From an optimization exercise on the open Yosys and OpenROAD flow, aimed at small area; shortcuts taken in it are not production practice. The RTL was checked by simulation tests, not by an equivalence proof against the original design. Power is estimated from default activity; no workload was simulated.

==> inputs of exp/sierra <==
==> flow/design.v <==
module TopModule(scanline_horizontal,scanline_vertical,player_input,clk,rst,player_win,cpu_win,st,board1,board2,board3,board4,board5,board6,board7,board8,board9,cpu_en,cpu_select,turns,is_full,mode,mo1,mo0);
output [15:0]scanline_horizontal;
output [15:0]scanline_vertical;
output [1:0]board1,board2,board3,board4,board5,board6,board7,board8,board9;
output cpu_en;
output [8:0]cpu_select;
output player_win;
output cpu_win;
output [3:0]st;
output is_full;
output [3:0]turns;
output mo1,mo0;
input [8:0]player_input;
input clk,rst,mode;
localparam [3:0] C1 = 4'b0000;
localparam [3:0] C2 = 4'b0001;
localparam [3:0] C3 = 4'b0010;
localparam [3:0] C4 = 4'b0100;
localparam [3:0] C5 = 4'b0101;
localparam [3:0] C6 = 4'b0110;
localparam [3:0] C7 = 4'b1000;
localparam [3:0] C8 = 4'b1001;
localparam [3:0] C9 = 4'b1010;
localparam [3:0] CN = 4'b1111;
function [3:0] code; input [3:0] k;  
  case (k) 4'd0: code = C1; 4'd1: code = C2; 4'd2: code = C3; 4'd3: code = C4; 4'd4: code = C5; 4'd5: code = C6; 4'd6: code = C7; 4'd7: code = C8; 4'd8: code = C9; default: code = CN; endcase
endfunction
reg [8:0] O, X;           
reg pd;                   
wire [8:0] F = ~(O | X);   
reg [3:0] turns;
assign board1 = {X[0],O[0]};
assign board2 = {X[1],O[1]};
assign board3 = {X[2],O[2]};
assign board4 = {X[3],O[3]};
assign board5 = {X[4],O[4]};
assign board6 = {X[5],O[5]};
assign board7 = {X[6],O[6]};
assign board8 = {X[7],O[7]};
assign board9 = {X[8],O[8]};
reg [1:0] nxt, cur, S;    
wire pe = (S == 2'b01);
assign cpu_en = (S == 2'b10);
assign st = {S == 2'b11, cpu_en, pe, S == 2'b00};
wire [8:0] pr = player_input & F;
wire [8:0] pp;
assign pp[1] = pr[1];
assign pp[0] = pr[0] & ~pr[1];
genvar gi;
generate for (gi = 2; gi < 9; gi = gi + 1) begin : pprio
  assign pp[gi] = pr[gi] & ~(|pr[gi-1:0]);
end endgenerate
wire pm = pe & (|pr);
reg [3:0] oi;
reg [8:0] oa;
always @(*) begin
  oa = 9'd0;
  case (oi)
    C1: oa[0] = 1'b1; C2: oa[1] = 1'b1; C3: oa[2] = 1'b1;
    C4: oa[3] = 1'b1; C5: oa[4] = 1'b1; C6: oa[5] = 1'b1;
    C7: oa[6] = 1'b1; C8: oa[7] = 1'b1; C9: oa[8] = 1'b1;
    default: ;
  endcase
end
assign cpu_select = cpu_en ? oa : 9'd0;
wire [8:0] cmv = cpu_select & F;
wire cm = |cmv;
always @(posedge clk or posedge rst)
  if (rst) begin
    O <= 9'd0; X <= 9'd0; pd <= 1'b0; turns <= 4'd0;
  end else begin
    if (pe) O <= O | pp;
    X <= X | cmv;
    if (pm) turns <= turns + 4'd1;
    if (pm) pd <= 1'b1;
    else if (cm) pd <= 1'b0;
  end
wire o1=O[0],o2=O[1],o3=O[2],o4=O[3],o5=O[4],o6=O[5],o7=O[6],o8=O[7],o9=O[8];
wire x1=X[0],x2=X[1],x3=X[2],x4=X[3],x5=X[4],x6=X[5],x7=X[6],x8=X[7],x9=X[8];
wire f1=F[0],f2=F[1],f3=F[2],f4=F[3],f5=F[4],f6=F[5],f7=F[6],f8=F[7],f9=F[8];
wire xl = (x1&x2&x3)|(x4&x5&x6)|(x7&x8&x9)|(x1&x4&x7)|(x2&x5&x8)|(x3&x6&x9)|(x1&x5&x9)|(x3&x5&x7);
wire ol = (o1&o2&o3)|(o4&o5&o6)|(o7&o8&o9)|(o1&o4&o7)|(o2&o5&o8)|(o3&o6&o9)|(o1&o5&o9)|(o3&o5&o7);
assign cpu_win = xl;
assign player_win = ol & ~xl;
assign is_full = ~(|F);
wire E = xl | ol | is_full;
always @(posedge clk or posedge rst)
  if (rst) begin
    nxt <= 2'b01; cur <= 2'b00; S <= 2'b00;
  end else begin
    nxt <= {E | pd, E | ~pd};
    cur <= nxt;
    S <= cur;
  end
wire V = |cur;            
reg [5:0] L;
reg fo;
wire lx = (L == 6'b110011);
wire tick = lx & ~fo;
always @(posedge clk or posedge rst)
  if (rst) begin
    L <= 6'b000000; fo <= 1'b0;
  end else begin
    L <= {L[4:0], ~(L[5]^L[4])};
    if (lx) fo <= ~fo;
  end
reg [1:0] q;              
wire [8:0] W, B;
assign W[0] = f1 & ((x2&x3)|(x4&x7)|(x5&x9));
assign W[1] = f2 & ((x1&x3)|(x5&x8));
assign W[2] = f3 & ((x1&x2)|(x6&x9)|(x5&x7));
assign W[3] = f4 & ((x1&x7)|(x5&x6));
assign W[4] = f5 & ((x1&x9)|(x2&x8)|(x3&x7)|(x4&x6));
assign W[5] = f6 & ((x4&x5)|(x3&x9));
assign W[6] = f7 & ((x3&x5)|(x1&x4)|(x8&x9));
assign W[7] = f8 & ((x2&x5)|(x7&x9));
assign W[8] = 1'b0;
assign B[0] = f1 & ((o2&o3)|(o4&o7)|(o5&o9));
assign B[1] = f2 & ((o1&o3)|(o5&o8));
assign B[2] = f3 & ((o1&o2)|(o6&o9)|(o5&o7));
assign B[3] = f4 & ((o1&o7)|(o5&o6));
assign B[4] = 1'b0;
assign B[5] = f6 & ((o4&o5)|(o3&o9));
assign B[6] = f7 & ((o3&o5)|(o1&o4)|(o8&o9));
assign B[7] = f8 & ((o2&o5)|(o7&o9));
assign B[8] = f9 & ((o7&o8)|(o3&o6)|(o1&o5));
reg [3:0] wi, bi, si, ri, fi;
always @(*) begin
  if (W[0]) wi = C1; else if (W[1]) wi = C2; else if (W[2]) wi = C3; else if (W[3]) wi = C4;
  else if (W[5]) wi = C6; else if (W[6]) wi = C7; else if (W[7]) wi = C8; else wi = C5;
  if (B[0]) bi = C1; else if (B[1]) bi = C2; else if (B[2]) bi = C3; else if (B[3]) bi = C4;
  else if (B[5]) bi = C6; else if (B[6]) bi = C7; else if (B[7]) bi = C8; else bi = C9;
end
wire aW = |W, aB = |B;
wire [8:0] SP;
wire t1m = (o2&o4)|(o2&o9)|(o4&o9);
wire t3m = (o2&o6)|(o2&o7)|(o6&o7);
wire t7m = (o3&o4)|(o3&o8)|(o4&o8);
wire t9m = (o1&o6)|(o1&o8)|(o6&o8);
assign SP[0] = (x3&o5&o7) | (x5&t1m);
assign SP[1] = x5&((o1&o9)|(o3&o7)|(o4&o6));
assign SP[2] = (x1&o5&o9) | (x5&t3m);
assign SP[3] = 1'b0;
assign SP[4] = 1'b0;
assign SP[5] = (x5&o2&o8);
assign SP[6] = (x9&o1&o5) | (x5&t7m);
assign SP[7] = 1'b0;
assign SP[8] = (x7&o3&o5) | (x5&t9m);
wire aSP = |SP;
always @(*) begin
  si = 4'd0;
  if (SP[0]) si = si | C1;
  if (SP[1]) si = si | C2;
  if (SP[2]) si = si | C3;
  if (SP[5]) si = si | C6;
  if (SP[6]) si = si | C7;
  if (SP[8]) si = si | C9;
end
function [3:0] ffo;
  input [8:0] f;
  input [35:0] ord;   
  integer i;
  begin
    ffo = CN;
    for (i = 0; i <= 8; i = i + 1)
      if (f[ord[4*i +: 4]]) ffo = code(ord[4*i +: 4]);
  end
endfunction
always @(*) begin
  case (q)
    2'd0: ri = ffo(F, {4'd4,4'd2,4'd6,4'd0,4'd8,4'd3,4'd5,4'd1,4'd7});
    2'd1: ri = ffo(F, {4'd4,4'd6,4'd0,4'd8,4'd2,4'd1,4'd7,4'd3,4'd5});
    2'd2: ri = ffo(F, {4'd4,4'd8,4'd2,4'd6,4'd0,4'd1,4'd3,4'd5,4'd7});
    default: ri = ffo(F, {4'd4,4'd0,4'd2,4'd8,4'd6,4'd3,4'd5,4'd1,4'd7});
  endcase
  fi = ffo(F, {4'd0,4'd1,4'd2,4'd3,4'd4,4'd5,4'd6,4'd7,4'd8});
end
wire t1 = (turns == 4'd1);
wire t2 = (turns == 4'd2);
reg [3:0] nv;
reg hold;
always @(*) begin
  hold = 1'b0;
  if (!cpu_en) nv = CN;
  else if (t1) nv = o5 ? C9 : C5;
  else if (mode ? aW : aB) nv = mode ? wi : bi;
  else if (mode ? aB : aW) nv = mode ? bi : wi;
  else if (t2) begin nv = si; hold = ~aSP; end
  else nv = mode ? ri : fi;
end
always @(posedge clk or posedge rst)
  if (rst) begin
    oi <= CN; q <= 2'd0;
  end else if (tick) begin
    q <= q + 2'd1;
    if (!hold) oi <= nv;
  end
reg [1:0] hib, lob;        
wire [1:0] hi = ~hib, lo = ~lob;
reg [1:0] hin, lon;
always @(*)
  if (hi == 2'd3) begin hin = lo; lon = 2'd0; end
  else if (lo == 2'd3) begin hin = 2'd3; lon = hi + 2'd1; end
  else begin hin = hi; lon = lo + 2'd1; end
always @(posedge clk or posedge rst)
  if (rst) begin
    hib <= 2'd0; lob <= 2'd0;
  end else begin
    hib <= ~hin; lob <= ~lon;
  end
wire [3:0] hd = {hi==2'd3, hi==2'd2, hi==2'd1, hi==2'd0};
wire [3:0] ld = {lo==2'd3, lo==2'd2, lo==2'd1, lo==2'd0};
wire [3:0] hv = V ? hd : 4'd0;
assign scanline_vertical = {hv[3]&ld[3], hv[2]&ld[3], hv[2]&ld[2], hv[2]&ld[1], hv[2]&ld[0],
                            hv[3]&ld[2], hv[1]&ld[3], hv[1]&ld[2], hv[1]&ld[1], hv[1]&ld[0],
                            hv[3]&ld[1], hv[0]&ld[3], hv[0]&ld[2], hv[0]&ld[1], hv[0]&ld[0],
                            hv[3]&ld[0]};
wire [3:0] hdn = {hin==2'd3, hin==2'd2, hin==2'd1, hin==2'd0};
reg [2:0] mgb, mxb;        
always @(posedge clk or posedge rst)
  if (rst) begin
    mgb <= 3'b111; mxb <= 3'b111;
  end else begin
    mgb[0] <= ~(hdn[3] | (hdn[0]&o1) | (hdn[1]&o2) | (hdn[2]&o3));
    mgb[1] <= ~(hdn[3] | (hdn[0]&o4) | (hdn[1]&o5) | (hdn[2]&o6));
    mgb[2] <= ~(hdn[3] | (hdn[0]&o7) | (hdn[1]&o8) | (hdn[2]&o9));
    mxb[0] <= ~((hdn[0]&x1) | (hdn[1]&x2) | (hdn[2]&x3));
    mxb[1] <= ~((hdn[0]&x4) | (hdn[1]&x5) | (hdn[2]&x6));
    mxb[2] <= ~((hdn[0]&x7) | (hdn[1]&x8) | (hdn[2]&x9));
  end
wire [2:0] mg = ~mgb, mx = ~mxb;
wire [3:0] h0 = {4{mg[0]}} | ({4{mx[0]}} & ld);
wire [3:0] h1 = {4{mg[1]}} | ({4{mx[1]}} & ld);
wire [3:0] h2 = {4{mg[2]}} | ({4{mx[2]}} & ld);
assign scanline_horizontal = {V, h2, V, h1, V, h0, V};
assign mo1 = mode;
assign mo0 = ~mode;
endmodule
==> flow/flow/run.sh <==
#!/bin/bash
# Own layout flow: the standard flow (standard.sh) with these changes:
#  - synthesis is the standard flow's synthesis script (synth_recipe.tcl and ORFS synth.tcl) with the ABC script
#    replaced by flow/own.abc (deeper, area-oriented) and without ORFS's full-adder extraction, so
#    ABC maps all combinational logic; the Yosys front end, register mapping, flattening and
#    renaming are unchanged,
#  - ports are buffered with sky130_fd_sc_hd__buf_1,
#  - clock tree synthesis without dummy loads (flow/cts_args).
set -euo pipefail
W=$(pwd)
F=$W/flow
awk -v abc="$F/own.abc" '
  /^# Technology mapping of adders/ { skip = 1; found++ }
  /^# Technology mapping of latches/ { skip = 0 }
  skip { next }
  /log_cmd abc \{\*\}\$abc_args/ { sub(/log_cmd abc \{\*\}\$abc_args/, "log_cmd abc -script " abc " {*}[lrange $abc_args 2 end]"); found++ }
  { print }
  END { if (found != 2) exit 1 }
' "$FLOW_HOME/scripts/synth.tcl" > "$W/own_synth_body.tcl"
sed 's|source \$::env(SCRIPTS_DIR)/synth.tcl|source '"$W"'/own_synth_body.tcl|' "$W/synth_recipe.tcl" > "$W/own_synth.tcl"
grep -q "own_synth_body" "$W/own_synth.tcl"
sed 's|SYNTH_SCRIPT=[^ ]*|SYNTH_SCRIPT='"$W"'/own_synth.tcl|' "$W/standard.sh" > "$W/own_standard.sh"
grep -q "own_synth.tcl" "$W/own_standard.sh"
export BUFFER_PORTS_ARGS="-buffer_cell sky130_fd_sc_hd__buf_1"
export REMOVE_ABC_BUFFERS=1
export CTS_ARGS="$(cat "$F/cts_args")"
bash "$W/own_standard.sh" finish > "$W/flow.log" 2>&1
==> flow/flow/cts_args <==
-sink_clustering_enable -repair_clock_nets -dont_use_dummy_load
==> flow/flow/own.abc <==
strash
&get -n
&deepsyn -I 6 -J 80
&dch -f
&nf -R 1000 -p -F 12 -A 8 -a -E 10
&put
strash
&get -n
&deepsyn -I 4 -J 50
&dch -f
&nf -R 1000 -p -F 12 -A 8 -a
&put
topo
==> flow/standard.sh <==
#!/bin/bash
# synth_recipe.tcl (not shown) runs the flow's synth.tcl, then flattens the netlist and writes it again
# the make line also repeats each setting of config.mk as NAME=value (left out here)
make -C /OpenROAD-flow-scripts/flow DESIGN_CONFIG=/design/flow/config.mk WORK_HOME=/design/flow/orfs CLKGATE_MAP_FILE= SYNTH_SCRIPT=/design/flow/synth_recipe.tcl "${@:-finish}"
==> flow/config.mk <==
export PLATFORM = sky130hd
export DESIGN_NAME = TopModule
export DESIGN_NICKNAME = TopModule
export VERILOG_FILES = /design/flow/design.v
export SDC_FILE = /design/flow/constraint.sdc
export NUM_CORES = 4
export LEC_CHECK = 0
export CAP_MARGIN = 20
export CORE_MARGIN = 2
export CORE_UTILIZATION = 40
export GPL_TIMING_DRIVEN = 0
export SLEW_MARGIN = 0
==> flow/constraint.sdc <==
create_clock -name core_clock -period 10.0 [get_ports {clk}]
set_input_delay 2.0000 -clock core_clock [delete_from_list [all_inputs] [get_ports {clk}]]
set_output_delay 2.0000 -clock core_clock [all_outputs]
set_load 0.01 [all_outputs]
==> exp/willow (differences from exp/sierra) <==
==> flow/design.v, changed modules only <==
module TopModule(scanline_horizontal,scanline_vertical,player_input,clk,rst,player_win,cpu_win,st,board1,board2,board3,board4,board5,board6,board7,board8,board9,cpu_en,cpu_select,turns,is_full,mode,mo1,mo0);
output [15:0]scanline_horizontal;
output [15:0]scanline_vertical;
output [1:0]board1,board2,board3,board4,board5,board6,board7,board8,board9;
output cpu_en;
output [8:0]cpu_select;
output player_win;
output cpu_win;
output [3:0]st;
output is_full;
output [3:0]turns;
output mo1,mo0;
input [8:0]player_input;
input clk,rst,mode;
localparam [3:0] C1 = 4'b0000;
localparam [3:0] C2 = 4'b0001;
localparam [3:0] C3 = 4'b0010;
localparam [3:0] C4 = 4'b0100;
localparam [3:0] C5 = 4'b0101;
localparam [3:0] C6 = 4'b0110;
localparam [3:0] C7 = 4'b1000;
localparam [3:0] C8 = 4'b1001;
localparam [3:0] C9 = 4'b1010;
localparam [3:0] CN = 4'b1111;
function [3:0] code; input [3:0] k;  
  case (k) 4'd0: code = C1; 4'd1: code = C2; 4'd2: code = C3; 4'd3: code = C4; 4'd4: code = C5; 4'd5: code = C6; 4'd6: code = C7; 4'd7: code = C8; 4'd8: code = C9; default: code = CN; endcase
endfunction
reg [8:0] O, X;           
reg [3:0] turns;
reg pd;                   
wire [8:0] F = ~(O | X);   
assign board1 = {X[0],O[0]};
assign board2 = {X[1],O[1]};
assign board3 = {X[2],O[2]};
assign board4 = {X[3],O[3]};
assign board5 = {X[4],O[4]};
assign board6 = {X[5],O[5]};
assign board7 = {X[6],O[6]};
assign board8 = {X[7],O[7]};
assign board9 = {X[8],O[8]};
reg [1:0] nxt, cur, S;    
wire pe = (S == 2'b01);
assign cpu_en = (S == 2'b10);
assign st = {S == 2'b11, cpu_en, pe, S == 2'b00};
wire [8:0] pr = player_input & F;
wire [8:0] pp;
assign pp[1] = pr[1];
assign pp[0] = pr[0] & ~pr[1];
genvar gi;
generate for (gi = 2; gi < 9; gi = gi + 1) begin : pprio
  assign pp[gi] = pr[gi] & ~(|pr[gi-1:0]);
end endgenerate
wire pm = pe & (|pr);
reg [3:0] oi;
reg [8:0] oa;
always @(*) begin
  oa = 9'd0;
  case (oi)
    C1: oa[0] = 1'b1; C2: oa[1] = 1'b1; C3: oa[2] = 1'b1;
    C4: oa[3] = 1'b1; C5: oa[4] = 1'b1; C6: oa[5] = 1'b1;
    C7: oa[6] = 1'b1; C8: oa[7] = 1'b1; C9: oa[8] = 1'b1;
    default: ;
  endcase
end
assign cpu_select = cpu_en ? oa : 9'd0;
wire [8:0] cmv = cpu_select & F;
wire cm = |cmv;
always @(posedge clk or posedge rst)
  if (rst) begin
    O <= 9'd0; X <= 9'd0; turns <= 4'd0; pd <= 1'b0;
  end else begin
    if (pe) O <= O | pp;
    X <= X | cmv;
    if (pm) turns <= turns + 4'd1;
    if (pm) pd <= 1'b1;
    else if (cm) pd <= 1'b0;
  end
wire o1=O[0],o2=O[1],o3=O[2],o4=O[3],o5=O[4],o6=O[5],o7=O[6],o8=O[7],o9=O[8];
wire x1=X[0],x2=X[1],x3=X[2],x4=X[3],x5=X[4],x6=X[5],x7=X[6],x8=X[7],x9=X[8];
wire f1=F[0],f2=F[1],f3=F[2],f4=F[3],f5=F[4],f6=F[5],f7=F[6],f8=F[7],f9=F[8];
wire xl = (x1&x2&x3)|(x4&x5&x6)|(x7&x8&x9)|(x1&x4&x7)|(x2&x5&x8)|(x3&x6&x9)|(x1&x5&x9)|(x3&x5&x7);
wire ol = (o1&o2&o3)|(o4&o5&o6)|(o7&o8&o9)|(o1&o4&o7)|(o2&o5&o8)|(o3&o6&o9)|(o1&o5&o9)|(o3&o5&o7);
assign cpu_win = xl;
assign player_win = ol & ~xl;
assign is_full = ~(|F);
wire E = xl | ol | is_full;
always @(posedge clk or posedge rst)
  if (rst) begin
    nxt <= 2'b01; cur <= 2'b00; S <= 2'b00;
  end else begin
    nxt <= {E | pd, E | ~pd};
    cur <= nxt;
    S <= cur;
  end
wire V = |cur;            
reg [5:0] L;
reg fo;
wire lx = &L;
wire tick = lx & ~fo;
always @(posedge clk or posedge rst)
  if (rst) begin
    L <= 6'b110110; fo <= 1'b0;
  end else begin
    L <= {L[4:0], L[5]^L[4]};
    if (lx) fo <= ~fo;
  end
reg [1:0] r;              
wire [8:0] W, B;
assign W[0] = f1 & ((x2&x3)|(x4&x7)|(x5&x9));
assign W[1] = f2 & ((x1&x3)|(x5&x8));
assign W[2] = f3 & ((x1&x2)|(x6&x9)|(x5&x7));
assign W[3] = f4 & ((x1&x7)|(x5&x6));
assign W[4] = f5 & ((x1&x9)|(x2&x8)|(x3&x7)|(x4&x6));
assign W[5] = f6 & ((x4&x5)|(x3&x9));
assign W[6] = f7 & ((x3&x5)|(x1&x4)|(x8&x9));
assign W[7] = f8 & ((x2&x5)|(x7&x9));
assign W[8] = 1'b0;
assign B[0] = f1 & ((o2&o3)|(o4&o7)|(o5&o9));
assign B[1] = f2 & ((o1&o3)|(o5&o8));
assign B[2] = f3 & ((o1&o2)|(o6&o9)|(o5&o7));
assign B[3] = f4 & ((o1&o7)|(o5&o6));
assign B[4] = 1'b0;
assign B[5] = f6 & ((o4&o5)|(o3&o9));
assign B[6] = f7 & ((o3&o5)|(o1&o4)|(o8&o9));
assign B[7] = f8 & ((o2&o5)|(o7&o9));
assign B[8] = f9 & ((o7&o8)|(o3&o6)|(o1&o5));
reg [3:0] wi, bi, si, ri, fi;
always @(*) begin
  if (W[0]) wi = C1; else if (W[1]) wi = C2; else if (W[2]) wi = C3; else if (W[3]) wi = C4;
  else if (W[5]) wi = C6; else if (W[6]) wi = C7; else if (W[7]) wi = C8; else wi = C5;
  if (B[0]) bi = C1; else if (B[1]) bi = C2; else if (B[2]) bi = C3; else if (B[3]) bi = C4;
  else if (B[5]) bi = C6; else if (B[6]) bi = C7; else if (B[7]) bi = C8; else bi = C9;
end
wire aW = |W, aB = |B;
wire [8:0] SP;
assign SP[0] = (x3&o5&o7) | (x5&o2&o4) | (x5&o2&o9) | (x5&o9&o4);
assign SP[1] = (x5&o1&o9) | (x5&o3&o7) | (x5&o4&o6);
assign SP[2] = (x1&o5&o9) | (x5&o2&o6) | (x5&o7&o6) | (x5&o2&o7);
assign SP[3] = 1'b0;
assign SP[4] = 1'b0;
assign SP[5] = (x5&o2&o8);
assign SP[6] = (x9&o1&o5) | (x5&o8&o4) | (x5&o3&o4) | (x5&o3&o8);
assign SP[7] = 1'b0;
assign SP[8] = (x7&o3&o5) | (x5&o8&o6) | (x5&o1&o8) | (x5&o1&o6);
wire aSP = |SP;
always @(*) begin
  si = 4'd0;
  if (SP[0]) si = si | C1;
  if (SP[1]) si = si | C2;
  if (SP[2]) si = si | C3;
  if (SP[5]) si = si | C6;
  if (SP[6]) si = si | C7;
  if (SP[8]) si = si | C9;
end
function [3:0] ffo;
  input [8:0] f;
  input [35:0] ord;   
  integer i;
  begin
    ffo = CN;
    for (i = 0; i <= 8; i = i + 1)
      if (f[ord[4*i +: 4]]) ffo = code(ord[4*i +: 4]);
  end
endfunction
always @(*) begin
  case (r)
    2'd1: ri = ffo(F, {4'd4,4'd2,4'd6,4'd0,4'd8,4'd3,4'd5,4'd1,4'd7});
    2'd2: ri = ffo(F, {4'd4,4'd6,4'd0,4'd8,4'd2,4'd1,4'd7,4'd3,4'd5});
    2'd3: ri = ffo(F, {4'd4,4'd8,4'd2,4'd6,4'd0,4'd1,4'd3,4'd5,4'd7});
    default: ri = ffo(F, {4'd4,4'd0,4'd2,4'd8,4'd6,4'd3,4'd5,4'd1,4'd7});
  endcase
  fi = ffo(F, {4'd0,4'd1,4'd2,4'd3,4'd4,4'd5,4'd6,4'd7,4'd8});
end
wire t1 = (turns == 4'd1);
wire t2 = (turns == 4'd2);
reg [3:0] nv;
reg hold;
always @(*) begin
  hold = 1'b0;
  if (!cpu_en) nv = CN;
  else if (t1) nv = o5 ? C9 : C5;
  else if (mode ? aW : aB) nv = mode ? wi : bi;
  else if (mode ? aB : aW) nv = mode ? bi : wi;
  else if (t2) begin nv = si; hold = ~aSP; end
  else nv = mode ? ri : fi;
end
always @(posedge clk or posedge rst)
  if (rst) begin
    oi <= CN; r <= 2'd1;
  end else if (tick) begin
    r <= r + 2'd1;
    if (!hold) oi <= nv;
  end
reg [1:0] hi, lo;
reg [1:0] hin, lon;
always @(*)
  if (hi == 2'd3) begin hin = lo; lon = 2'd0; end
  else if (lo == 2'd3) begin hin = 2'd3; lon = hi + 2'd1; end
  else begin hin = hi; lon = lo + 2'd1; end
always @(posedge clk or posedge rst)
  if (rst) begin
    hi <= 2'd3; lo <= 2'd3;
  end else begin
    hi <= hin; lo <= lon;
  end
wire [3:0] hd = {hi==2'd3, hi==2'd2, hi==2'd1, hi==2'd0};
wire [3:0] ld = {lo==2'd3, lo==2'd2, lo==2'd1, lo==2'd0};
wire [3:0] hv = V ? hd : 4'd0;
assign scanline_vertical = {hv[3]&ld[3], hv[2]&ld[3], hv[2]&ld[2], hv[2]&ld[1], hv[2]&ld[0],
                            hv[3]&ld[2], hv[1]&ld[3], hv[1]&ld[2], hv[1]&ld[1], hv[1]&ld[0],
                            hv[3]&ld[1], hv[0]&ld[3], hv[0]&ld[2], hv[0]&ld[1], hv[0]&ld[0],
                            hv[3]&ld[0]};
wire [3:0] hdn = {hin==2'd3, hin==2'd2, hin==2'd1, hin==2'd0};
reg [2:0] mg, mx;
always @(posedge clk or posedge rst)
  if (rst) begin
    mg <= 3'd0; mx <= 3'd0;
  end else begin
    mg[0] <= hdn[3] | (hdn[0]&o1) | (hdn[1]&o2) | (hdn[2]&o3);
    mg[1] <= hdn[3] | (hdn[0]&o4) | (hdn[1]&o5) | (hdn[2]&o6);
    mg[2] <= hdn[3] | (hdn[0]&o7) | (hdn[1]&o8) | (hdn[2]&o9);
    mx[0] <= (hdn[0]&x1) | (hdn[1]&x2) | (hdn[2]&x3);
    mx[1] <= (hdn[0]&x4) | (hdn[1]&x5) | (hdn[2]&x6);
    mx[2] <= (hdn[0]&x7) | (hdn[1]&x8) | (hdn[2]&x9);
  end
wire [3:0] h0 = {4{mg[0]}} | ({4{mx[0]}} & ld);
wire [3:0] h1 = {4{mg[1]}} | ({4{mx[1]}} & ld);
wire [3:0] h2 = {4{mg[2]}} | ({4{mx[2]}} & ld);
assign scanline_horizontal = {V, h2, V, h1, V, h0, V};
assign mo1 = mode;
assign mo0 = ~mode;
endmodule
==> flow/run.sh (new file) <==
#!/bin/bash
# synth_recipe.tcl (not shown) runs the flow's synth.tcl, then flattens the netlist and writes it again
# the make line also repeats each setting of config.mk as NAME=value (left out here)
make -C /OpenROAD-flow-scripts/flow DESIGN_CONFIG=/design/flow/config.mk WORK_HOME=/design/flow/orfs CLKGATE_MAP_FILE= SYNTH_SCRIPT=/design/flow/synth_recipe.tcl finish
- GPL_TIMING_DRIVEN: 0 -> unset
- SLEW_MARGIN: 0 -> 20
removed: flow/flow/run.sh
removed: flow/flow/cts_args
removed: flow/flow/own.abc
removed: flow/standard.sh
==> exp/yarrow (differences from exp/sierra) <==
==> flow/flow/own.abc (replaced) <==
strash
&get -n
&deepsyn -I 6 -J 80
&dch -f
&nf -R 1000 -p -F 8 -A 4 -a
&put
topo
- SLEW_MARGIN: 0 -> 20
==> comparison table <==
quantity                                                                                         exp/willow               exp/sierra               exp/yarrow
Initial core utilization                                                                              41.4%                    41.7%                    40.6%
Starting DRC count in detailed routing                                                                  435                      511                      321
Detailed-route via count                                                                               3840                     3343                     3316
CP max-delay cell                                                                           clkdlybuf4s50_1                    buf_1                    buf_1
Worst Path Max Fanout                                                                                     9                        7                        7
Standard-cell row count                                                                                  35                       32                       33
Number of distinct library cell variants in the gate-level netlist after synthesis                       62                       46                       46
Switching Share                                                                                       31.8%                    49.2%                    51.7%
Met2 wire length                                                                                    5380 um                  4680 um                  4610 um
Pin count of the biggest net entering global routing                                                     53                       53                       30
Filler cell count in the final layout                                                                   919                      823                      842
Met1 wire length                                                                                    5410 um                  4520 um                  4240 um
Most numerous cell on the critical path                                                     clkdlybuf4s50_1                    buf_1                    buf_1
Total die area                                                                                  10400 sq um               8890 sq um               8950 sq um
Sequential share of cell area                                                                         28.2%                    36.6%                    36.2%
Run status                                                                          complete, no violations  complete, no violations  complete, no violations
Number of multi-input logic gates                                                                       341                      304                      315
Portion of total power attributed to combinational logic                                              24.3%                    45.4%                    51.4%
Switching power                                                                                  0.000163 W               0.000441 W               0.000574 W

[port drivers added, routing unchanged]
The flow's constraints put no driver on any port. The routed layouts listed below were extracted and timed again, unchanged, in two steps. Step 1, drivers: a clkbuf_16 drives clk and a buf_2 each remaining input, both assumed. Step 2, shift: input delay + t, output delay - t, t = (earliest + latest rising clock arrival at the registers) / 2. This alone moves slack from input paths to output paths. Slacks: ideal / step 1 / step 2; pairs: ideal / step 1.
run | shift t [ns] | setup slack, ns | worst setup path at the end | worst register clock-pin slew, ns
exp/sierra | 0.329 | 5.432 / 5.408 / 5.408 | input to output | 0.10 / 0.10
exp/willow | 0.349 | 4.640 / 4.615 / 4.615 | input to output | 0.11 / 0.11
exp/yarrow | 0.336 | 5.441 / 5.420 / 5.420 | input to output | 0.09 / 0.09
After both steps setup and hold are still met in every run listed. The setup slack of exp/willow, which loses most, moves by -0.025 ns with the drivers and by -0.025 ns with both steps.
